This is an optimization exercise on Yosys and OpenROAD, whose aim is small area, not a production implementation.
At most, simulation tests tie the RTL to the original design; equivalence was not proved.
No functional check of the RTL was part of runs 3 and 4.

## flow/design.v (module list and top-level ports; edited modules follow where they fit)
// module fp32_add: 62 lines
// module gt31: 100 lines
// module sub8: 48 lines
// module add26: 145 lines
// module lzc26: 126 lines
// module booth_enc: 13 lines
// module fp32_mul: 24 lines
// module mul24_booth: 1333 lines
// module mv_mul_4x4_fp32: 55 lines
module mv_mul_4x4_fp32 (
    input  logic        clk,
    input  logic        rst,
    input  logic        m_valid,
    input  logic [31:0] m00_i, m01_i, m02_i, m03_i,
    input  logic [31:0] m10_i, m11_i, m12_i, m13_i,
    input  logic [31:0] m20_i, m21_i, m22_i, m23_i,
    input  logic [31:0] m30_i, m31_i, m32_i, m33_i,
    input  logic        in_valid,
    input  logic [31:0] vx, vy, vz, vw,
    output logic        out_valid,
    output logic [31:0] ox, oy, oz, ow
);
  // ...
==> flow/run.sh <==
#!/bin/bash
# synth_recipe.tcl (not shown) runs the flow's synth.tcl, then flattens the netlist and writes it again
# the make line also repeats each setting of config.mk as NAME=value (left out here)
make -C /OpenROAD-flow-scripts/flow DESIGN_CONFIG=/design/flow/config.mk WORK_HOME=/design/flow/orfs CLKGATE_MAP_FILE= SYNTH_SCRIPT=/design/flow/synth_recipe.tcl finish
==> flow/config.mk <==
export PLATFORM = sky130hd
export DESIGN_NAME = mv_mul_4x4_fp32
export DESIGN_NICKNAME = mv_mul_4x4_fp32
export VERILOG_FILES = /design/flow/design.v
export SDC_FILE = /design/flow/constraint.sdc
export NUM_CORES = 8
export LEC_CHECK = 0
export CAP_MARGIN = 20
export CORE_MARGIN = 2
export CORE_UTILIZATION = 35
export PLACE_DENSITY = 0.42
export SLEW_MARGIN = 20
==> flow/constraint.sdc <==
create_clock -name core_clock -period 16.0 [get_ports {clk}]
set_input_delay 3.2000 -clock core_clock [delete_from_list [all_inputs] [get_ports {clk}]]
set_output_delay 3.2000 -clock core_clock [all_outputs]
set_load 0.01 [all_outputs]
==> results.txt, run 1 <==
outcome complete, no violations; Routed WL 1668000 um; Starting Density 0.3511; Compound-Gate Fraction of Synth Area 0.1946; PortBufs 772; Adder-Cell Fraction of Synth Area 0.3331; Routed wire per std cell 31.93 um; grt peak-use layer met2; fmax 65.94 MHz; hold path depth 1; HPWL Detailed 1244000 um; total iterations of the first detailed-routing run 7; Non-CTS buffers 1939; Slowest-stage cell, CP clkdlybuf4s50_1; initial drt markers 29620; r2r endpoint s2_a[126]; setup violators final 0; worst path bufs/invs 7; diode count 172; CTS hold repair buffers 0; dominant cells by area after synthesis fa_1, xnor2_1, a22oi_1; Num CTS Buffers 187; final core area utilization 0.3833; clk cell area share 0.01781; Worst Reg-to-Reg Cells 52; first-pass GRT wire length 2377000 um; largest family of logic cells by synthesized area adder cells
==> run 2, diff against run 1 <==
--- a/flow/config.mk
+++ b/flow/config.mk
@@ -6,7 +6,7 @@
 export NUM_CORES = 8
 export LEC_CHECK = 0
-export CAP_MARGIN = 20
+export CAP_MARGIN = 0
 export CORE_MARGIN = 2
-export CORE_UTILIZATION = 35
-export PLACE_DENSITY = 0.42
-export SLEW_MARGIN = 20
+export CORE_UTILIZATION = 55
+export PLACE_DENSITY = 0.65
+export SLEW_MARGIN = 0
==> results.txt, run 2 <==
setup violators final 0 (unchanged); HPWL Detailed 1059000 um (-15%); largest net degree at the start of global routing 97; sequential share of the synthesized area 0.07484; Hold Fails Final Rpt 0; Ports 773; outcome finished with violations; CTS tree done; Max FO, Critical Path 8; Die H 793.9 um; Num CTS Buffers 181 (-3.2%); commonest non-fill, non-tap cells in the layout inv_1, fa_1, a22oi_1; grt ovf 0; Worst setup EP type primary output; #FFs+latches synth 1283; YS warnings 1; crit-path max cell delay 550 ps; Max transition margin -0.05574; Die Area 630300 um^2; initial antenna violation count 179; Core Footprint 622600 um^2; Slowest-stage cell, CP clkdlybuf4s50_1; Place WS 939.4 ps; fin crit period 15200 ps; Starting Density 0.5512 (+0.2001); initial drt markers 42470 (+43%); final worst slack 799.6 ps; Critical Path Start Type register; WP data arrival 12000 ps; Root Driver clkbuf_16; average size of a mapped cell 8.591 um^2; PortBufs 772 (unchanged); Clk Latency, worst-skew pair 1070 ps; Worst EP required 12800 ps; fin nets 45720; crit share post-route 0.9500; Hold WC Path Type reg -> reg; Post-synth EDFFs 0; dominant cells by area after synthesis fa_1, xnor2_1, a22oi_1; Reg clk slew, reported paths 60 ps; CTS Buffer Depth 4; vias in the first global route 320700; DRC 0; number of core rows 290; delay-heaviest family, CP compound AO/OA/AOI/OAI gates; top cells by count, synth inv_1, fa_1, a22oi_1; commonest non-fill, non-tap cell in the layout inv_1; cell accounting for the most synthesized area fa_1; most frequent cell after synthesis inv_1; post-synth net total 47020; area grow syn2layout 6.661%; synthesized area 343200 um^2; TritonCTS Sinks 1283; via count 318400; Vias/cell 6.739; antenna-violating nets left 0; Routed wire per std cell 30.92 um (-3.2%); Routed WL 1461000 um (-12%); most used cell, CP a21o_1; Synth Flop Type dfxtp_1; chip width 793.9 um; layout cell share with drive strength beyond 1 0.07065; Setup Skew 125.0 ps; worst path bufs/invs 6 (-1); first-pass GRT wire length 2139000 um (-10%); asr flop ratio synth 0; fmax 65.79 MHz (-0.22%); H-tree depth 4; total iterations of the first detailed-routing run 12 (+5); Layout Check Fails max-capacitance violations, max-slew violations; kind of critical path reg -> out; Max Cap Viol 1; gr usage total 0.4480; RePlAce Congestion 1.053; Yosys cell types 128; Slew Viols, Final 3; Post-Synthesis Cells 39950; Slew @ Worst Pin 1580 ps; Synth top area share 0.2529
[run 2: final timing paths]
kind | from | to | slack (ps) | cells after the start
worst min-delay path | s1_valid | out_valid | 440 | 1
worst max register to register | s1_p[312] | s2_a[158] | 1470 | 55
worst min register to register | s1_valid | out_valid | 440 | 1
worst max-delay path | s2_a[250] | ow[30] | 800 | 53
[run 2: layout make-up]
cell class	count	area, um^2
inverter	5040	18940
antenna	125	312.8
clock buffer	215	4848
tap	8322	10410
fill	55780	256600
multi-input combinational	30480	289100
sequential	1283	25680
clock inverter	115	1376
timing repair buffer	1662	15430
[run 2: cell families (layout without fill, tap and decap cells)]
family | after synthesis | in the layout | synth area share
simple gates | 6631 | 6631 | 0.09060
buf+inv | 8186 | 7032 | 0.09088
flops | 1283 | 1283 | 0.07484
fa+ha+maj | 6565 | 6565 | 0.3331
mux | 2207 | 2208 | 0.07368
other cells | 0 | 125 | 0
compound gates | 9511 | 9511 | 0.1946
xor+xnor | 5568 | 5569 | 0.1422
[run 2: metrics by stage]
step	TNS, ps	hold slack, ps	instance area [um^2]	util	cells
2_1_floorplan	0	413.8	343200	-	39950
3_3_place_gp	0	423.3	358800	0.5762	46760
3_5_place_dp	0	429.5	358800	0.5762	46760
4_1_cts	0	446.3	365000	0.5863	47090
5_1_grt	-130.0	467.5	365900	0.5877	47190
6_report	0	441.4	366100	0.5879	47250
[run 2: routing by layer]
metal / vias to the layer above / part of all wire / GRT usage
met5: - / 0.00090 / 0.003554
met4: 144 / 0.071 / 0.2629
met1: 156600 / 0.38 / 0.5777
met2: 23010 / 0.41 / 0.6474
li1: 133000 / - / -
met3: 5669 / 0.14 / 0.1571
[run 2: repair_timing]
action	in CTS	in global routing
resized for setup	4	81
hold buffers	0	0
cloned	0	3
hold endpoints to repair	0	0
setup buffers	0	33
endpoints found under the setup margin	4	91
pin swaps	0	8
==> module fp32_mul, before the edit <==
module fp32_mul (
    input  logic [31:0] a,
    input  logic [31:0] b,
    input  logic [11:0] b_one, b_two, b_neg,
    input  logic        zm,
    output logic [31:0] y
);
    logic [23:0] ma;
    logic [47:0] sx, sy, p;
    logic        zero;
    logic [7:0]  ea, eb, e0, e1, e;
    assign ma = {|a[30:23], a[22:0]};
    mul24_booth u_m (.a(ma), .one(b_one), .two(b_two), .neg(b_neg), .b23(|b[30:23]), .sx(sx), .sy(sy));
    assign p = sx + sy;
    assign zero = zm | (a[30:0] == 31'd0) | (b[30:0] == 31'd0);
    assign ea = {a[30:24], a[23] | (a[30:23] == 8'd0)};
    assign eb = {b[30:24], b[23] | (b[30:23] == 8'd0)};
    assign e0 = ea + eb + 8'd129;
    assign e1 = ea + eb + 8'd130;
    assign e  = p[47] ? e1 : e0;
    assign y[31]    = (a[31] & ~zm) ^ b[31];
    assign y[30:23] = zero ? 8'd0 : e;
    assign y[22:0]  = zero ? 23'd0 : (p[47] ? p[46:24] : p[45:23]);
endmodule
==> run 3, diff against run 2 <==
--- a/flow/design.v
+++ b/flow/design.v
@@ -506,5 +506,8 @@
     assign ma = {|a[30:23], a[22:0]};
     mul24_booth u_m (.a(ma), .one(b_one), .two(b_two), .neg(b_neg), .b23(|b[30:23]), .sx(sx), .sy(sy));
-    assign p = sx + sy;
+    logic c23;
+    carry23 u_c (.a(sx[22:0]), .b(sy[22:0]), .cout(c23));
+    add25 u_cpa (.a(sx[47:23]), .b(sy[47:23]), .cin(c23), .s(p[47:23]));
+    assign p[22:0] = 23'd0;
     assign zero = zm | (a[30:0] == 31'd0) | (b[30:0] == 31'd0);
     assign ea = {a[30:24], a[23] | (a[30:23] == 8'd0)};
@@ -1850,4 +1853,222 @@
     assign sy[47] = s595;
 endmodule
+module carry23 (
+    input  logic [22:0] a,
+    input  logic [22:0] b,
+    output logic cout
+);
+    logic [22:0] g, p;
+    assign g = a & b;
+    assign p = a | b;
+    logic G1, P1;
+    assign G1 = g[22] | (p[22] & g[21]);
+    assign P1 = p[22] & p[21];
+    logic G2, P2;
+    assign G2 = G1 | (P1 & g[20]);
+    assign P2 = P1 & p[20];
+    logic G3, P3;
+    assign G3 = g[19] | (p[19] & g[18]);
+    assign P3 = p[19] & p[18];
+    logic G4, P4;
+    assign G4 = G3 | (P3 & g[17]);
+    assign P4 = P3 & p[17];
+    logic G5, P5;
+    assign G5 = G2 | (P2 & G4);
+    assign P5 = P2 & P4;
+    logic G6, P6;
+    assign G6 = g[16] | (p[16] & g[15]);
+    assign P6 = p[16] & p[15];
+    logic G7, P7;
+    assign G7 = G6 | (P6 & g[14]);
+    assign P7 = P6 & p[14];
+    logic G8, P8;
+    assign G8 = g[13] | (p[13] & g[12]);
+    assign P8 = p[13] & p[12];
+    logic G9, P9;
+    assign G9 = G8 | (P8 & g[11]);
+    assign P9 = P8 & p[11];
+    logic G10, P10;
+    assign G10 = G7 | (P7 & G9);
+    assign P10 = P7 & P9;
+    logic G11, P11;
+    assign G11 = G5 | (P5 & G10);
+    assign P11 = P5 & P10;
+    logic G12, P12;
+    assign G12 = g[10] | (p[10] & g[9]);
+    assign P12 = p[10] & p[9];
+    logic G13, P13;
+    assign G13 = G12 | (P12 & g[8]);
+    assign P13 = P12 & p[8];
+    logic G14, P14;
+    assign G14 = g[7] | (p[7] & g[6]);
+    assign P14 = p[7] & p[6];
+    logic G15, P15;
+    assign G15 = G14 | (P14 & g[5]);
+    assign P15 = P14 & p[5];
+    logic G16, P16;
+    assign G16 = G13 | (P13 & G15);
+    assign P16 = P13 & P15;
+    logic G17, P17;
+    assign G17 = g[4] | (p[4] & g[3]);
+    assign P17 = p[4] & p[3];
+    logic G18, P18;
+    assign G18 = G17 | (P17 & g[2]);
+    assign P18 = P17 & p[2];
+    logic G19, P19;
+    assign G19 = g[1] | (p[1] & g[0]);
+    assign P19 = p[1] & p[0];
+    logic G20, P20;
+    assign G20 = G18 | (P18 & G19);
+    assign P20 = P18 & P19;
+    logic G21, P21;
+    assign G21 = G16 | (P16 & G20);
+    assign P21 = P16 & P20;
+    logic G22, P22;
+    assign G22 = G11 | (P11 & G21);
+    assign P22 = P11 & P21;
+    assign cout = G22;
+endmodule
+module add25 (
+    input  logic [24:0] a,
+    input  logic [24:0] b,
+    input  logic cin,
+    output logic [24:0] s
+);
+    logic [24:0] g, p;
+    assign g = a & b;
+    assign p = a ^ b;
+    logic G1, P1;
+    assign G1 = g[0] | (p[0] & cin);
+    logic G2, P2;
+    assign G2 = g[2] | (p[2] & g[1]);
+    assign P2 = p[2] & p[1];
+    logic G3, P3;
+    assign G3 = g[4] | (p[4] & g[3]);
+    assign P3 = p[4] & p[3];
+    logic G4, P4;
+    assign G4 = g[6] | (p[6] & g[5]);
+    assign P4 = p[6] & p[5];
+    logic G5, P5;
+    assign G5 = g[8] | (p[8] & g[7]);
+    assign P5 = p[8] & p[7];
+    logic G6, P6;
+    assign G6 = g[10] | (p[10] & g[9]);
+    assign P6 = p[10] & p[9];
+    logic G7, P7;
+    assign G7 = g[12] | (p[12] & g[11]);
+    assign P7 = p[12] & p[11];
+    logic G8, P8;
+    assign G8 = g[14] | (p[14] & g[13]);
+    assign P8 = p[14] & p[13];
+    logic G9, P9;
+    assign G9 = g[16] | (p[16] & g[15]);
+    assign P9 = p[16] & p[15];
+    logic G10, P10;
+    assign G10 = g[18] | (p[18] & g[17]);
+    assign P10 = p[18] & p[17];
+    logic G11, P11;
+    assign G11 = g[20] | (p[20] & g[19]);
+    assign P11 = p[20] & p[19];
+    logic G12, P12;
+    assign G12 = g[22] | (p[22] & g[21]);
+    assign P12 = p[22] & p[21];
+    logic G13, P13;
+    assign G13 = g[24] | (p[24] & g[23]);
+    assign P13 = p[24] & p[23];
+    logic G14, P14;
+    assign G14 = G2 | (P2 & G1);
+    logic G15, P15;
+    assign G15 = G4 | (P4 & G3);
+    assign P15 = P4 & P3;
+    logic G16, P16;
+    assign G16 = G6 | (P6 & G5);
+    assign P16 = P6 & P5;
+    logic G17, P17;
+    assign G17 = G8 | (P8 & G7);
+    assign P17 = P8 & P7;
+    logic G18, P18;
+    assign G18 = G10 | (P10 & G9);
+    assign P18 = P10 & P9;
+    logic G19, P19;
+    assign G19 = G12 | (P12 & G11);
+    assign P19 = P12 & P11;
+    logic G20, P20;
+    assign G20 = G15 | (P15 & G14);
+    logic G21, P21;
+    assign G21 = G17 | (P17 & G16);
+    assign P21 = P17 & P16;
+    logic G22, P22;
+    assign G22 = G19 | (P19 & G18);
+    assign P22 = P19 & P18;
+    logic G23, P23;
+    assign G23 = G21 | (P21 & G20);
+    logic G24, P24;
+    assign G24 = G22 | (P22 & G23);
+    logic G25, P25;
+    assign G25 = G16 | (P16 & G20);
+    logic G26, P26;
+    assign G26 = G18 | (P18 & G23);
+    logic G27, P27;
+    assign G27 = G3 | (P3 & G14);
+    logic G28, P28;
+    assign G28 = G5 | (P5 & G20);
+    logic G29, P29;
+    assign G29 = G7 | (P7 & G25);
+    logic G30, P30;
+    assign G30 = G9 | (P9 & G23);
+    logic G31, P31;
+    assign G31 = G11 | (P11 & G26);
+    logic G32, P32;
+    assign G32 = G13 | (P13 & G24);
+    logic G33, P33;
+    assign G33 = g[1] | (p[1] & G1);
+    logic G34, P34;
+    assign G34 = g[3] | (p[3] & G14);
+    logic G35, P35;
+    assign G35 = g[5] | (p[5] & G27);
+    logic G36, P36;
+    assign G36 = g[7] | (p[7] & G20);
+    logic G37, P37;
+    assign G37 = g[9] | (p[9] & G28);
+    logic G38, P38;
+    assign G38 = g[11] | (p[11] & G25);
+    logic G39, P39;
+    assign G39 = g[13] | (p[13] & G29);
+    logic G40, P40;
+    assign G40 = g[15] | (p[15] & G23);
+    logic G41, P41;
+    assign G41 = g[17] | (p[17] & G30);
+    logic G42, P42;
+    assign G42 = g[19] | (p[19] & G26);
+    logic G43, P43;
+    assign G43 = g[21] | (p[21] & G31);
+    logic G44, P44;
+    assign G44 = g[23] | (p[23] & G24);
+    assign s[0] = p[0] ^ cin;
+    assign s[1] = p[1] ^ G1;
+    assign s[2] = p[2] ^ G33;
+    assign s[3] = p[3] ^ G14;
+    assign s[4] = p[4] ^ G34;
+    assign s[5] = p[5] ^ G27;
+    assign s[6] = p[6] ^ G35;
+    assign s[7] = p[7] ^ G20;
+    assign s[8] = p[8] ^ G36;
+    assign s[9] = p[9] ^ G28;
+    assign s[10] = p[10] ^ G37;
+    assign s[11] = p[11] ^ G25;
+    assign s[12] = p[12] ^ G38;
+    assign s[13] = p[13] ^ G29;
+    assign s[14] = p[14] ^ G39;
+    assign s[15] = p[15] ^ G23;
+    assign s[16] = p[16] ^ G40;
+    assign s[17] = p[17] ^ G30;
+    assign s[18] = p[18] ^ G41;
+    assign s[19] = p[19] ^ G26;
+    assign s[20] = p[20] ^ G42;
+    assign s[21] = p[21] ^ G31;
+    assign s[22] = p[22] ^ G43;
+    assign s[23] = p[23] ^ G24;
+    assign s[24] = p[24] ^ G44;
+endmodule
 module mv_mul_4x4_fp32 (
     input  logic        clk,
--- a/flow/config.mk
+++ b/flow/config.mk
@@ -6,7 +6,7 @@
 export NUM_CORES = 8
 export LEC_CHECK = 0
-export CAP_MARGIN = 0
+export CAP_MARGIN = 20
 export CORE_MARGIN = 2
 export CORE_UTILIZATION = 55
 export PLACE_DENSITY = 0.65
-export SLEW_MARGIN = 0
+export SLEW_MARGIN = 20
==> results.txt, run 3 <==
outcome complete, no violations; PortBufs 772 (unchanged); CTS Buffer Depth 4 (unchanged); r2r endpoint s2_a[190]; r2r setup slk 1240 ps (-230 ps); CTS hold repair buffers 0 (unchanged); asr flop ratio synth 0 (unchanged); Hold WC Path Type reg -> reg; WP data arrival 12090 ps (+90 ps); design area 359400 um^2 (-1.8%); Max Cap Viol 0 (-1); layout cell share with drive strength beyond 1 0.07655 (+0.005900); most used cell, CP a21o_1; via count 301800 (-5.2%); Final Instance Count excl. Fillers 45890 (-2.9%); first-pass GRT wire length 1993000 um (-6.8%); Vias/cell 6.576 (-2.4%); Worst Reg-to-Reg Cells 53 (-3.6%); initial antenna violation count 89 (-50%); Die H 784.0 um (-1.3%); Root Driver clkbuf_16; largest net degree at the start of global routing 99 (+2.1%); Core Footprint 606200 um^2 (-2.6%); number of core rows 286 (-1.4%); Worst setup EP type primary output; #FFs+latches synth 1283 (unchanged); Max transition margin 0.1252 (+0.1809); setup violators final 0 (unchanged); synthesized area 334600 um^2 (-2.5%); H-tree depth 4 (unchanged); RePlAce Congestion 1.027 (-2.5%); cell accounting for the most synthesized area fa_1; fmax 65.39 MHz (-0.60%); wl on met1 519600 um (-5.9%); Reg clk slew, reported paths 60 ps (about the same); Starting Density 0.5520 (+0.0007875); final core area utilization 0.5929 (+0.004959); Die Area 614600 um^2 (-2.5%); Synth Flop Type dfxtp_1; post-synth net total 45450 (-3.3%); Synth top area share 0.2719 (+0.01894); sequential share of the synthesized area 0.07676 (+0.001923); Post-synth EDFFs 0 (unchanged); CTS tree done; Slew Viols, Final 0 (-3); hold wc startpoint s1_valid; area grow syn2layout 7.407%; Worst EP required 12800 ps (about the same); Placed Cells incl. Taps 45500 (-2.7%); crit share post-route 0.9557 (+0.005710); vias in the first global route 304000 (-5.2%); Fillers 54270 (-2.7%); Slew @ Worst Pin 1310 ps (-270.1 ps); Setup Skew 83.96 ps (-41.07 ps); antenna-violating nets left 0 (unchanged); area of the multi-input gates 280800 um^2 (-2.8%); TritonCTS Sinks 1283 (unchanged); average size of a mapped cell 8.680 um^2 (+1.0%); met3 WL 166200 um (-18%); uppermost layer routed met5; fin crit period 15290 ps (+91.36 ps); fin nets 44560 (-2.5%); Max FO, Critical Path 28 (+20); Hold Fails Final Rpt 0 (unchanged); Routed wire per std cell 29.34 um (-5.1%); HPWL Detailed 1021000 um (-3.5%); most frequent cell after synthesis inv_1; met2 wire length 564800 um (-6.1%); hold path depth 1 (unchanged); Post-DP Area 352700 um^2 (-1.7%); chip width 784.0 um (-1.3%); top cells by count, synth inv_1, fa_1, a22oi_1; grt ovf 0 (unchanged); dominant cells by area after synthesis fa_1, xnor2_1, a22oi_1; Routed WL 1347000 um (-7.8%); Yosys cell types 110 (-14%); Slowest-stage cell, CP fa_1; Hold Crit Endpoint out_valid; commonest non-fill, non-tap cell in the layout inv_1; initial drt markers 37970 (-11%); DRC 0 (unchanged); Critical Path Start Type register; commonest non-fill, non-tap cells in the layout inv_1, fa_1, a22oi_1; gr usage total 0.4263 (-0.02168); total iterations of the first detailed-routing run 9 (-3); Hold WS 446.1 ps (+4.659 ps); sequential standard cell area 25680 um^2 (unchanged); Post-Synthesis Cells 38550 (-3.5%); kind of critical path reg -> out; Num CTS Buffers 168 (-7.2%); YS warnings 1 (unchanged); Clk Latency, worst-skew pair 990 ps (-80 ps); crit-path max cell delay 650 ps (+100 ps); Ports 773 (unchanged); worst reg2reg startpoint s1_p[344]
[run 3: changes by cell type after synthesis, sizes merged, moves of 110 or more]
| cell | previous run | this run |
|---|---|---|
| buf | 1146 | 1029 |
| a21oi | 1448 | 1112 |
| maj3 | 144 | 254 |
| fa | 4336 | 4544 |
| nand2 | 2294 | 1873 |
| a211oi | 226 | 502 |
| ha | 2085 | 1717 |
[run 3: critical path: cells and delay by family, from the launching register on]
| kind | cells | cell delay [ps] |
|---|---|---|
| AND/OR/NAND/NOR | 16 | 3280 |
| AO/OA/AOI/OAI | 18 | 3160 |
| adder cells (fa/ha/maj) | 7 | 2340 |
| buffers and inverters | 7 | 1320 |
| flip-flops | 1 | 380 |
| multiplexers | 1 | 370 |
| XOR/XNOR | 2 | 280 |
[run 3: area by class of cell]
class	instances	area share
multi-input combinational	29090	0.7814
sequential	1283	0.07147
inverter	5090	0.05322
timing repair buffer	2018	0.04973
tap	8064	0.02807
clock buffer	214	0.01279
clock inverter	87	0.002998
antenna	46	0.0003203
[run 3: through the flow]
stage | setup WS (ps) | setup TNS (ps)
finish | 708.3 | 0
global route | -25.94 | -41.64
CTS | 9.662 | 0
detailed placement | 483.1 | 0
global placement | 605.0 | 0
floorplan | 181.2 | 0
[run 3: worst max path at each step]
stage | startpoint | end | slack, ps | cells after the start
after detailed placement | m_valid | s1_p[414] | 480 | 40
after global routing | s2_a[187] | oz[30] | -30 | 56
after global placement | m_valid | s1_p[477] | 600 | 42
after floorplan | m_valid | s1_p[318] | 180 | 49
final | s2_a[248] | ow[30] | 710 | 51
after CTS | s2_a[187] | oz[30] | 10 | 57
[run 3: routing by layer]
metal  GRT usage  vias to the layer above
met5           0                        -
met4      0.2488                       67
met3      0.1175                     4170
met2      0.6275                    19840
met1      0.5616                   149300
li1            -                   128400
[run 3: what timing repair did]
item	4_1_cts	5_1_grt
pin swaps	0	7
resized for setup	10	81
setup endpoints to repair	7	85
setup buffers	0	37
cloned	0	6
[run 3: kinds of logic after synthesis]
logic type      after synthesis  synth area share
compound gates             9083            0.1913
xor+xnor                   5532            0.1448
fa+ha+maj                  6515            0.3437
buf+inv                    8180           0.09229
flops                      1283           0.07676
mux                        2053           0.06965
simple gates               5901           0.08147
==> module mv_mul_4x4_fp32, before the edit <==
module mv_mul_4x4_fp32 (
    input  logic        clk,
    input  logic        rst,
    input  logic        m_valid,
    input  logic [31:0] m00_i, m01_i, m02_i, m03_i,
    input  logic [31:0] m10_i, m11_i, m12_i, m13_i,
    input  logic [31:0] m20_i, m21_i, m22_i, m23_i,
    input  logic [31:0] m30_i, m31_i, m32_i, m33_i,
    input  logic        in_valid,
    input  logic [31:0] vx, vy, vz, vw,
    output logic        out_valid,
    output logic [31:0] ox, oy, oz, ow
);
    logic [511:0] m_reg, m_in, m_sel;
    logic         m_zero;
    assign m_in = {m33_i, m32_i, m31_i, m30_i, m23_i, m22_i, m21_i, m20_i,
                   m13_i, m12_i, m11_i, m10_i, m03_i, m02_i, m01_i, m00_i};
    assign m_sel = ({512{m_valid}} & m_in) | ({512{~m_valid}} & m_reg);
    always_ff @(posedge clk) begin
        m_reg <= m_sel;
        if (rst)          m_zero <= 1'b1;
        else if (m_valid) m_zero <= 1'b0;
    end
    wire zm = m_zero & ~m_valid;
    wire [127:0] v = {vw, vz, vy, vx};
    logic [511:0] p;
    for (genvar c = 0; c < 4; c++) begin : g_col
        wire [31:0] vc = v[32*c +: 32];
        wire [11:0] one, two, neg;
        booth_enc u_enc (.b({|vc[30:23], vc[22:0]}), .one(one), .two(two), .neg(neg));
        for (genvar r = 0; r < 4; r++) begin : g_row
            fp32_mul u_mul (.a(m_sel[32*(4*r+c) +: 32]), .b(vc), .b_one(one), .b_two(two),
                            .b_neg(neg), .zm(zm), .y(p[32*(4*r+c) +: 32]));
        end
    end
    logic         s1_valid;
    logic [511:0] s1_p;
    always_ff @(posedge clk) begin
        s1_valid <= in_valid & ~rst;
        s1_p     <= p;
    end
    logic [255:0] a;
    for (genvar i = 0; i < 8; i++) begin : g_add1
        fp32_add #(.FAST_NORM(1'b0)) u_add (.a(s1_p[64*i +: 32]), .b(s1_p[64*i+32 +: 32]), .y(a[32*i +: 32]));
    end
    logic [255:0] s2_a;
    always_ff @(posedge clk) begin
        out_valid <= s1_valid & ~rst;
        s2_a      <= a;
    end
    fp32_add u_addf0 (.a(s2_a[ 31:  0]), .b(s2_a[ 63: 32]), .y(ox));
    fp32_add u_addf1 (.a(s2_a[ 95: 64]), .b(s2_a[127: 96]), .y(oy));
    fp32_add u_addf2 (.a(s2_a[159:128]), .b(s2_a[191:160]), .y(oz));
    fp32_add u_addf3 (.a(s2_a[223:192]), .b(s2_a[255:224]), .y(ow));
endmodule
==> run 4, diff against run 3 <==
==> flow/design.v (replaced) <==
module fp32_addsub (
    input  logic        sub,
    input  logic [31:0] a,
    input  logic [31:0] b,
    output logic        overflow,
    output logic [31:0] y
);
    logic        sign_a, sign_b;
    logic [ 7:0] exp_a_raw , exp_b_raw;
    logic [ 7:0] exp_a_eff , exp_b_eff;
    logic [22:0] frac_a_raw, frac_b_raw;
    logic        a_is_zero, b_is_zero;
    logic        a_is_denorm, b_is_denorm;
    logic [ 7:0] exp_a , exp_b;
    logic [31:0] mant_a, mant_b;
    logic [ 7:0] exp_diff, exp_res;
    logic [31:0] mant_a_align, mant_b_align;
    logic [31:0] alu_mant_res, mant_sub, mant_add;
    logic        alu_sign_res;
    logic        exact_zero_add;
    logic [ 4:0] leading_zeros;
    logic [31:0] alu_mant_norm;
    logic [ 8:0] alu_exp_norm;
    logic        alu_sign_out;
    logic [22:0] alu_mant_out;
    logic [ 8:0] alu_exp_out;
    always_comb begin
        sign_a      = a[31];
        sign_b      = sub ? ~b[31] : b[31];
        exp_a_raw   = a[30:23];
        exp_b_raw   = b[30:23];
        frac_a_raw  = a[22:0];
        frac_b_raw  = b[22:0];
        a_is_zero   = (exp_a_raw == 8'd0) && (frac_a_raw == 23'd0);
        b_is_zero   = (exp_b_raw == 8'd0) && (frac_b_raw == 23'd0);
        a_is_denorm = (exp_a_raw == 8'd0) && (frac_a_raw != 23'd0);
        b_is_denorm = (exp_b_raw == 8'd0) && (frac_b_raw != 23'd0);
        exp_a_eff   = (exp_a_raw == 8'd0) ? 8'd1 : exp_a_raw;
        exp_b_eff   = (exp_b_raw == 8'd0) ? 8'd1 : exp_b_raw;
        exp_a       = exp_a_eff;
        exp_b       = exp_b_eff;
        mant_a      = (exp_a_raw == 8'd0)
                        ? {2'b00, frac_a_raw, 7'd0}
                        : {2'b01, frac_a_raw, 7'd0};
        mant_b      = (exp_b_raw == 8'd0)
                        ? {2'b00, frac_b_raw, 7'd0}
                        : {2'b01, frac_b_raw, 7'd0};
    end
    always_comb begin
        if (exp_a > exp_b) begin
            exp_res      = exp_a;
            exp_diff     = exp_a - exp_b;
            mant_a_align = mant_a;
            mant_b_align = mant_b >> exp_diff;
        end else begin
            exp_res      = exp_b;
            exp_diff     = exp_b - exp_a;
            mant_a_align = mant_a >> exp_diff;
            mant_b_align = mant_b;
        end
    end
    always_comb begin
        mant_add = mant_a_align + mant_b_align;
        mant_sub = mant_a_align - mant_b_align;
        if (sign_a == sign_b) begin
            alu_sign_res = sign_a;
            alu_mant_res = mant_add;
        end else begin
            alu_sign_res = mant_sub[31] ? sign_b : sign_a;
            alu_mant_res = mant_sub[31] ? -mant_sub : mant_sub;
        end
        exact_zero_add = (alu_mant_res == 32'd0);
    end
    always_comb begin
        if (alu_mant_res == 32'd0) begin
            leading_zeros = 5'd31;
            alu_mant_norm = 32'd0;
            alu_exp_norm  = 9'd0;
        end else begin
            priority case (1'b1)
                alu_mant_res[30]: leading_zeros = 5'd0;
                alu_mant_res[29]: leading_zeros = 5'd1;
                alu_mant_res[28]: leading_zeros = 5'd2;
                alu_mant_res[27]: leading_zeros = 5'd3;
                alu_mant_res[26]: leading_zeros = 5'd4;
                alu_mant_res[25]: leading_zeros = 5'd5;
                alu_mant_res[24]: leading_zeros = 5'd6;
                alu_mant_res[23]: leading_zeros = 5'd7;
                alu_mant_res[22]: leading_zeros = 5'd8;
                alu_mant_res[21]: leading_zeros = 5'd9;
                alu_mant_res[20]: leading_zeros = 5'd10;
                alu_mant_res[19]: leading_zeros = 5'd11;
                alu_mant_res[18]: leading_zeros = 5'd12;
                alu_mant_res[17]: leading_zeros = 5'd13;
                alu_mant_res[16]: leading_zeros = 5'd14;
                alu_mant_res[15]: leading_zeros = 5'd15;
                alu_mant_res[14]: leading_zeros = 5'd16;
                alu_mant_res[13]: leading_zeros = 5'd17;
                alu_mant_res[12]: leading_zeros = 5'd18;
                alu_mant_res[11]: leading_zeros = 5'd19;
                alu_mant_res[10]: leading_zeros = 5'd20;
                alu_mant_res[9] : leading_zeros = 5'd21;
                alu_mant_res[8] : leading_zeros = 5'd22;
                alu_mant_res[7] : leading_zeros = 5'd23;
                alu_mant_res[6] : leading_zeros = 5'd24;
                alu_mant_res[5] : leading_zeros = 5'd25;
                alu_mant_res[4] : leading_zeros = 5'd26;
                alu_mant_res[3] : leading_zeros = 5'd27;
                alu_mant_res[2] : leading_zeros = 5'd28;
                alu_mant_res[1] : leading_zeros = 5'd29;
                alu_mant_res[0] : leading_zeros = 5'd30;
                default         : leading_zeros = 5'd31;
            endcase
            if (alu_mant_res[31]) begin
                alu_mant_norm = {1'd0, alu_mant_res[31:1]};
                alu_exp_norm  = {1'b0, exp_res} + 9'd1;
            end else begin
                alu_mant_norm = alu_mant_res << leading_zeros;
                alu_exp_norm  = {1'b0, exp_res} - {4'b0, leading_zeros};
            end
        end
    end
    always_comb begin
        alu_mant_out = alu_mant_norm[29:7];
        alu_exp_out  = alu_exp_norm;
        alu_sign_out = exact_zero_add ? 1'b0 : alu_sign_res;
        y = {alu_sign_out, alu_exp_out[7:0], alu_mant_out};
        overflow = alu_exp_norm[8] | alu_exp_out[8];
    end
endmodule
module fp32_mul (
    input  logic [31:0] a,
    input  logic [31:0] b,
    output logic        overflow,
    output logic [31:0] y
);
    logic        sign_1, sign_2;
    logic [ 7:0] exp1_raw, exp2_raw;
    logic [22:0] frac1_raw, frac2_raw;
    logic        is_zero_1, is_zero_2;
    logic        is_denorm_1, is_denorm_2;
    logic [ 8:0] exp_1 , exp_2;
    logic [23:0] mant_1, mant_2;
    logic        mul_sign_res;
    logic [ 8:0] mul_exp_res;
    logic [47:0] mul_mant_res;
    logic [ 8:0] mul_exp_norm;
    logic [31:0] mul_mant_norm;
    logic        mul_any_zero;
    logic        mul_sign_out;
    logic [ 8:0] mul_exp_out;
    logic [22:0] mul_mant_out;
    always_comb begin
        sign_1    = a[31];
        sign_2    = b[31];
        exp1_raw  = a[30:23];
        exp2_raw  = b[30:23];
        frac1_raw = a[22:0];
        frac2_raw = b[22:0];
        is_zero_1   = (exp1_raw == 8'd0) && (frac1_raw == 23'd0);
        is_zero_2   = (exp2_raw == 8'd0) && (frac2_raw == 23'd0);
        is_denorm_1 = (exp1_raw == 8'd0) && (frac1_raw != 23'd0);
        is_denorm_2 = (exp2_raw == 8'd0) && (frac2_raw != 23'd0);
        exp_1 = {1'b0, (exp1_raw == 8'd0) ? 8'd1 : exp1_raw};
        exp_2 = {1'b0, (exp2_raw == 8'd0) ? 8'd1 : exp2_raw};
        mant_1 = (exp1_raw == 8'd0) ? {1'b0, frac1_raw} : {1'b1, frac1_raw};
        mant_2 = (exp2_raw == 8'd0) ? {1'b0, frac2_raw} : {1'b1, frac2_raw};
        mul_any_zero = is_zero_1 || is_zero_2;
    end
    always_comb begin
        mul_sign_res = sign_1 ^ sign_2;
        mul_exp_res  = exp_1 + exp_2 - 9'd127;
        mul_mant_res = mant_1 * mant_2;
    end
    always_comb begin
        if (mul_mant_res == 48'd0 || mul_any_zero) begin
            mul_mant_norm = 32'd0;
            mul_exp_norm  = 9'd0;
        end else if (mul_mant_res[47]) begin
            mul_mant_norm = {1'd0, mul_mant_res[47:17]};
            mul_exp_norm  = mul_exp_res + 9'd1;
        end else begin
            mul_mant_norm = {1'd0, mul_mant_res[46:16]};
            mul_exp_norm  = mul_exp_res;
        end
    end
    always_comb begin
        mul_mant_out = mul_mant_norm[29:7];
        mul_exp_out  = mul_exp_norm;
        mul_sign_out = mul_sign_res;
        y = {mul_sign_out, mul_exp_out[7:0], mul_mant_out};
        overflow = mul_exp_res[8] | mul_exp_norm[8] | mul_exp_out[8];
    end
endmodule
module mv_mul_4x4_fp32 (
    input  logic        clk,
    input  logic        rst,
    input  logic        m_valid,
    input  logic [31:0] m00_i, m01_i, m02_i, m03_i,
    input  logic [31:0] m10_i, m11_i, m12_i, m13_i,
    input  logic [31:0] m20_i, m21_i, m22_i, m23_i,
    input  logic [31:0] m30_i, m31_i, m32_i, m33_i,
    input  logic        in_valid,
    input  logic [31:0] vx, vy, vz, vw,
    output logic        out_valid,
    output logic [31:0] ox, oy, oz, ow
);
    logic [127:0] m0_reg, m1_reg, m2_reg, m3_reg;
    always_ff @(posedge clk) begin
        if (rst) begin
            m0_reg <= '0;
            m1_reg <= '0;
            m2_reg <= '0;
            m3_reg <= '0;
        end else if (m_valid) begin
            m0_reg <= {m00_i, m01_i, m02_i, m03_i};
            m1_reg <= {m10_i, m11_i, m12_i, m13_i};
            m2_reg <= {m20_i, m21_i, m22_i, m23_i};
            m3_reg <= {m30_i, m31_i, m32_i, m33_i};
        end
    end
    logic [31:0] m00, m01, m02, m03;
    logic [31:0] m10, m11, m12, m13;
    logic [31:0] m20, m21, m22, m23;
    logic [31:0] m30, m31, m32, m33;
    always_comb begin
        if (m_valid) begin
            {m00, m01, m02, m03} = {m00_i, m01_i, m02_i, m03_i};
            {m10, m11, m12, m13} = {m10_i, m11_i, m12_i, m13_i};
            {m20, m21, m22, m23} = {m20_i, m21_i, m22_i, m23_i};
            {m30, m31, m32, m33} = {m30_i, m31_i, m32_i, m33_i};
        end else begin
            {m00, m01, m02, m03} = m0_reg;
            {m10, m11, m12, m13} = m1_reg;
            {m20, m21, m22, m23} = m2_reg;
            {m30, m31, m32, m33} = m3_reg;
        end
    end
    logic [31:0] p00,p01,p02,p03;
    logic [31:0] p10,p11,p12,p13;
    logic [31:0] p20,p21,p22,p23;
    logic [31:0] p30,p31,p32,p33;
    fp32_mul u_mul00 (.a(m00), .b(vx), .overflow(), .y(p00));
    fp32_mul u_mul01 (.a(m01), .b(vy), .overflow(), .y(p01));
    fp32_mul u_mul02 (.a(m02), .b(vz), .overflow(), .y(p02));
    fp32_mul u_mul03 (.a(m03), .b(vw), .overflow(), .y(p03));
    fp32_mul u_mul10 (.a(m10), .b(vx), .overflow(), .y(p10));
    fp32_mul u_mul11 (.a(m11), .b(vy), .overflow(), .y(p11));
    fp32_mul u_mul12 (.a(m12), .b(vz), .overflow(), .y(p12));
    fp32_mul u_mul13 (.a(m13), .b(vw), .overflow(), .y(p13));
    fp32_mul u_mul20 (.a(m20), .b(vx), .overflow(), .y(p20));
    fp32_mul u_mul21 (.a(m21), .b(vy), .overflow(), .y(p21));
    fp32_mul u_mul22 (.a(m22), .b(vz), .overflow(), .y(p22));
    fp32_mul u_mul23 (.a(m23), .b(vw), .overflow(), .y(p23));
    fp32_mul u_mul30 (.a(m30), .b(vx), .overflow(), .y(p30));
    fp32_mul u_mul31 (.a(m31), .b(vy), .overflow(), .y(p31));
    fp32_mul u_mul32 (.a(m32), .b(vz), .overflow(), .y(p32));
    fp32_mul u_mul33 (.a(m33), .b(vw), .overflow(), .y(p33));
    logic s1_valid;
    logic [31:0] s1_p00,s1_p01,s1_p02,s1_p03;
    logic [31:0] s1_p10,s1_p11,s1_p12,s1_p13;
    logic [31:0] s1_p20,s1_p21,s1_p22,s1_p23;
    logic [31:0] s1_p30,s1_p31,s1_p32,s1_p33;
    always_ff @(posedge clk) begin
        if (rst) begin
            s1_valid <= 1'b0;
        end else begin
            s1_valid <= in_valid;
            s1_p00 <= p00; s1_p01 <= p01; s1_p02 <= p02; s1_p03 <= p03;
            s1_p10 <= p10; s1_p11 <= p11; s1_p12 <= p12; s1_p13 <= p13;
            s1_p20 <= p20; s1_p21 <= p21; s1_p22 <= p22; s1_p23 <= p23;
            s1_p30 <= p30; s1_p31 <= p31; s1_p32 <= p32; s1_p33 <= p33;
        end
    end
    logic [31:0] a00,a01,a10,a11,a20,a21,a30,a31;
    fp32_addsub u_add00 (.sub(1'b0), .a(s1_p00), .b(s1_p01), .overflow(), .y(a00));
    fp32_addsub u_add01 (.sub(1'b0), .a(s1_p02), .b(s1_p03), .overflow(), .y(a01));
    fp32_addsub u_add10 (.sub(1'b0), .a(s1_p10), .b(s1_p11), .overflow(), .y(a10));
    fp32_addsub u_add11 (.sub(1'b0), .a(s1_p12), .b(s1_p13), .overflow(), .y(a11));
    fp32_addsub u_add20 (.sub(1'b0), .a(s1_p20), .b(s1_p21), .overflow(), .y(a20));
    fp32_addsub u_add21 (.sub(1'b0), .a(s1_p22), .b(s1_p23), .overflow(), .y(a21));
    fp32_addsub u_add30 (.sub(1'b0), .a(s1_p30), .b(s1_p31), .overflow(), .y(a30));
    fp32_addsub u_add31 (.sub(1'b0), .a(s1_p32), .b(s1_p33), .overflow(), .y(a31));
    logic [31:0] s2_a00, s2_a01, s2_a10, s2_a11;
    logic [31:0] s2_a20, s2_a21, s2_a30, s2_a31;
    logic         s2_valid;
    always_ff @(posedge clk) begin
        if (rst) begin
            out_valid <= 1'b0;
            s2_a00 <= '0; s2_a01 <= '0;
            s2_a10 <= '0; s2_a11 <= '0;
            s2_a20 <= '0; s2_a21 <= '0;
            s2_a30 <= '0; s2_a31 <= '0;
        end else begin
            out_valid <= s1_valid;
            s2_a00 <= a00; s2_a01 <= a01;
            s2_a10 <= a10; s2_a11 <= a11;
            s2_a20 <= a20; s2_a21 <= a21;
            s2_a30 <= a30; s2_a31 <= a31;
        end
    end
    fp32_addsub u_addf0 (.sub(1'b0), .a(s2_a00), .b(s2_a01), .overflow(), .y(ox));
    fp32_addsub u_addf1 (.sub(1'b0), .a(s2_a10), .b(s2_a11), .overflow(), .y(oy));
    fp32_addsub u_addf2 (.sub(1'b0), .a(s2_a20), .b(s2_a21), .overflow(), .y(oz));
    fp32_addsub u_addf3 (.sub(1'b0), .a(s2_a30), .b(s2_a31), .overflow(), .y(ow));
endmodule
--- a/flow/config.mk
+++ b/flow/config.mk
@@ -8,5 +8,5 @@
 export CAP_MARGIN = 20
 export CORE_MARGIN = 2
-export CORE_UTILIZATION = 55
-export PLACE_DENSITY = 0.65
+export CORE_UTILIZATION = 35
+export PLACE_DENSITY = 0.42
 export SLEW_MARGIN = 20
==> results.txt, run 4 <==
post-synth net total 71650 (+58%); Worst setup EP type register; CTS tree done; Reg clk slew, reported paths 70 ps (about the same); Routed wire per std cell 27.20 um (-7.3%); crit share post-route 0.9682 (+0.01251); total iterations of the first detailed-routing run 8 (-1); Critical Path Start Type register; average size of a mapped cell 8.221 um^2 (-5.3%); post-synthesis simple-gate area fraction 0.1939 (+0.1125); Max transition margin 0.1109 (-0.01425); antenna-violating nets left 0 (unchanged); commonest non-fill, non-tap cell in the layout inv_1; Slew @ Worst Pin 1324 ps (+14.56 ps); Ports 773 (unchanged); r2r endpoint s2_a20[30]; Root Driver clkbuf_16; top cells by count, synth inv_1, nand2_1, fa_1; delay-heaviest family, CP compound AO/OA/AOI/OAI gates; Slowest-stage cell, CP edfxtp_1; Die Area 1401000 um^2 (+130%); cell accounting for the most synthesized area fa_1; asr flop ratio synth 0 (unchanged); Num CTS Buffers 210 (+25%); grt ovf 0 (unchanged); CTS hold repair buffers 0 (unchanged); sequential share of the synthesized area 0.06323 (-0.01353); RSZ-0062 raised after global routing yes; Core Footprint 1389000 um^2 (+130%); H-tree depth 4 (unchanged); Setup Skew 197.3 ps (+113.3 ps); Post-Synthesis Cells 59230 (+54%); Vias/cell 5.536 (-16%); area of the multi-input gates 410500 um^2 (+46%); grt peak-use layer met2; Synth top area share 0.3191 (+0.04726); xor/xnor share of the synthesized area 0.03313 (-0.1117); fmax 64.55 MHz (-1.3%); Compound-Gate Fraction of Synth Area 0.1188 (-0.07258); Max FO, Critical Path 23 (-18%); Clk Latency, worst-skew pair 1200 ps (+210 ps); YS warnings 3 (+2); TritonCTS Sinks 1282 (-0.078%); Yosys cell types 149 (+35%); fin nets 70840 (+59%); Slew Viols, Final 0 (unchanged); layout cell share with drive strength beyond 1 0.07257 (-0.003973); Post-synth EDFFs 512 (+512); first-pass GRT wire length 3089000 um (+55%); largest net degree at the start of global routing 93 (-6.1%); Die H 1183 um (+51%); Adder-Cell Fraction of Synth Area 0.4222 (+0.07853); Placed Cells incl. Taps 76630 (+68%); HPWL Detailed 1691000 um (+66%); setup violators final 0 (unchanged); initial antenna violation count 245 (+180%); PortBufs 772 (unchanged); crit path from s1_p21[25]; DRC 0 (unchanged); worst path bufs/invs 2 (-5); routing usage on met1 0.4128 (-0.1488); commonest non-fill, non-tap cells in the layout inv_1, nand2_1, fa_1; fin crit period 15490 ps (+200.2 ps); sequential standard cell area 30790 um^2 (+20%); area grow syn2layout 8.504%; dominant cells by area after synthesis fa_1, ha_1, inv_1; via count 427200 (+42%); synthesized area 486900 um^2 (+46%); CTS Buffer Depth 5 (+1); Routed WL 2099000 um (+56%); kind of critical path reg -> reg; vias in the first global route 445900 (+47%); Hold Fails Final Rpt 0 (unchanged); hold wc startpoint s1_valid; WP data arrival 16370 ps (+4280 ps); Fillers 143600 (+160%); Max Cap Viol 0 (unchanged); worst reg2reg startpoint s1_p21[25]; r2r setup slk 510 ps (-730 ps); GR Layer Usage met2 0.4738 (-0.1537); largest family of logic cells by synthesized area adder cells; grt met3 use 0.03778 (-0.07976); RePlAce Congestion 0.9543 (-7.1%); #FFs+latches synth 1282 (-0.078%); most frequent cell after synthesis inv_1; most used cell, CP nor2_1; Final Instance Count excl. Fillers 77160 (+68%); mux cell area share after synthesis 0.06872 (-0.0009228); crit-path max cell delay 1140 ps (+490 ps); Worst EP required 16870 ps (+4070 ps); Hold Crit Endpoint out_valid; Hold WC Path Type reg -> reg; gr usage total 0.2942 (-0.1321); setup TNS 0 ps (unchanged); initial drt markers 34480 (-9.2%); number of core rows 433 (+51%); Starting Density 0.3507 (-0.2013); chip width 1183 um (+51%); Worst Reg-to-Reg Cells 44 (-17%); hold path depth 1 (unchanged); Synth Flop Type dfxtp_1; outcome complete, no violations
run 4: layout make-up:
| class | count | area share |
|---|---|---|
| Multi-Input combinational cell | 45120 | 0.7770 |
| Inverter | 9256 | 0.06582 |
| Sequential cell | 1282 | 0.05828 |
| Tap cell | 18490 | 0.04378 |
| Timing Repair Buffer | 2555 | 0.04106 |
| Clock buffer | 254 | 0.01089 |
| Clock inverter | 123 | 0.002776 |
| Antenna cell | 87 | 0.0004121 |
run 4: worst max-delay path by stage:
stage                             to  slack [ps]  depth (start not counted)
after floorplan            s1_p10[0]         790                         37
after global placement        oy[30]         260                         49
after detailed placement      oy[30]         210                         48
after CTS                     oz[30]          20                         44
after global routing          oy[30]         -90                         51
final                     s2_a20[30]         510                         44
run 4: routing by layer:
layer / wire [um] / part of all wire
met1: 952500 / 0.45
met2: 950400 / 0.45
met4: 71760 / 0.034
met3: 123800 / 0.059
met5: 763 / 0.00036
run 4: what timing repair did:
item,CTS,global route
buffers inserted,18,50
pin swaps,8,39
cloned,0,1
setup endpoints to repair,108,108
gates resized for setup,77,232
run 4: cells by family (layout without fill, tap and decap cells):
group	after synthesis	in the layout
xor+xnor	1822	1822
simple gates	20100	20100
buf+inv	12830	12190
compound gates	8623	8623
mux	2803	2803
flops	1282	1282
other cells	0	87
fa+ha+maj	11770	11770
run 4: metrics by stage:
| stage | util | hold WS (ps) | instance area (um^2) | worst slack [ps] |
|---|---|---|---|---|
| 2_1_floorplan | - | 413.8 | 486900 | 790.4 |
| 3_3_place_gp | 0.3734 | 432.8 | 518400 | 261.4 |
| 3_5_place_dp | 0.3737 | 446.6 | 518900 | 212.8 |
| 4_1_cts | 0.3793 | 468.8 | 526700 | 15.48 |
| 5_1_grt | 0.3804 | 477.2 | 528200 | -88.87 |
| 6_report | 0.3805 | 462.9 | 528300 | 508.0 |
run 4: worst reg2reg max path: cells and delay by family, from the launching register on:
family | cells | cell delay, ps
xor gates and xnor gates | 4 | 1520
adders and majority gates | 5 | 1870
DFF | 1 | 1140
and+or+nand+nor | 14 | 3920
buffers and inverters | 2 | 220
AOI/OAI and AO/OA | 18 | 6210
muxes | 1 | 280

[separate check: timing with driven ports]
No port has a modelled driver above. Below, the same layouts with a new extraction and two added sets of constraints. Step 1, drivers: a clkbuf_16 drives clk and a buf_2 each remaining input, both assumed. Step 2 also shifts input and output timing later by t, the mid clock arrival at the registers, as if the neighbouring blocks saw the same clock. Three values: no drivers, after step 1, after step 2; two values: the first two.
| run | shift t [ns] | setup slack, ns | worst setup path after step 2 | clock arrival spread, ns |
|---|---|---|---|---|
| run 1 | 1.108 | 0.834 / 0.671 / 1.258 | register to register | 0.107 / 0.107 |
| run 2 | 1.171 | 0.800 / 0.640 / 1.466 | register to register | 0.127 / 0.127 |
| run 3 | 1.087 | 0.708 / 0.577 / 0.338 | input to register | 0.105 / 0.105 |
| run 4 | 1.287 | 0.508 / 0.410 / 0.249 | input to register | 0.197 / 0.198 |
The setup slack of run 3, which loses most, moves by -0.131 ns with the drivers and by -0.370 ns with both steps.
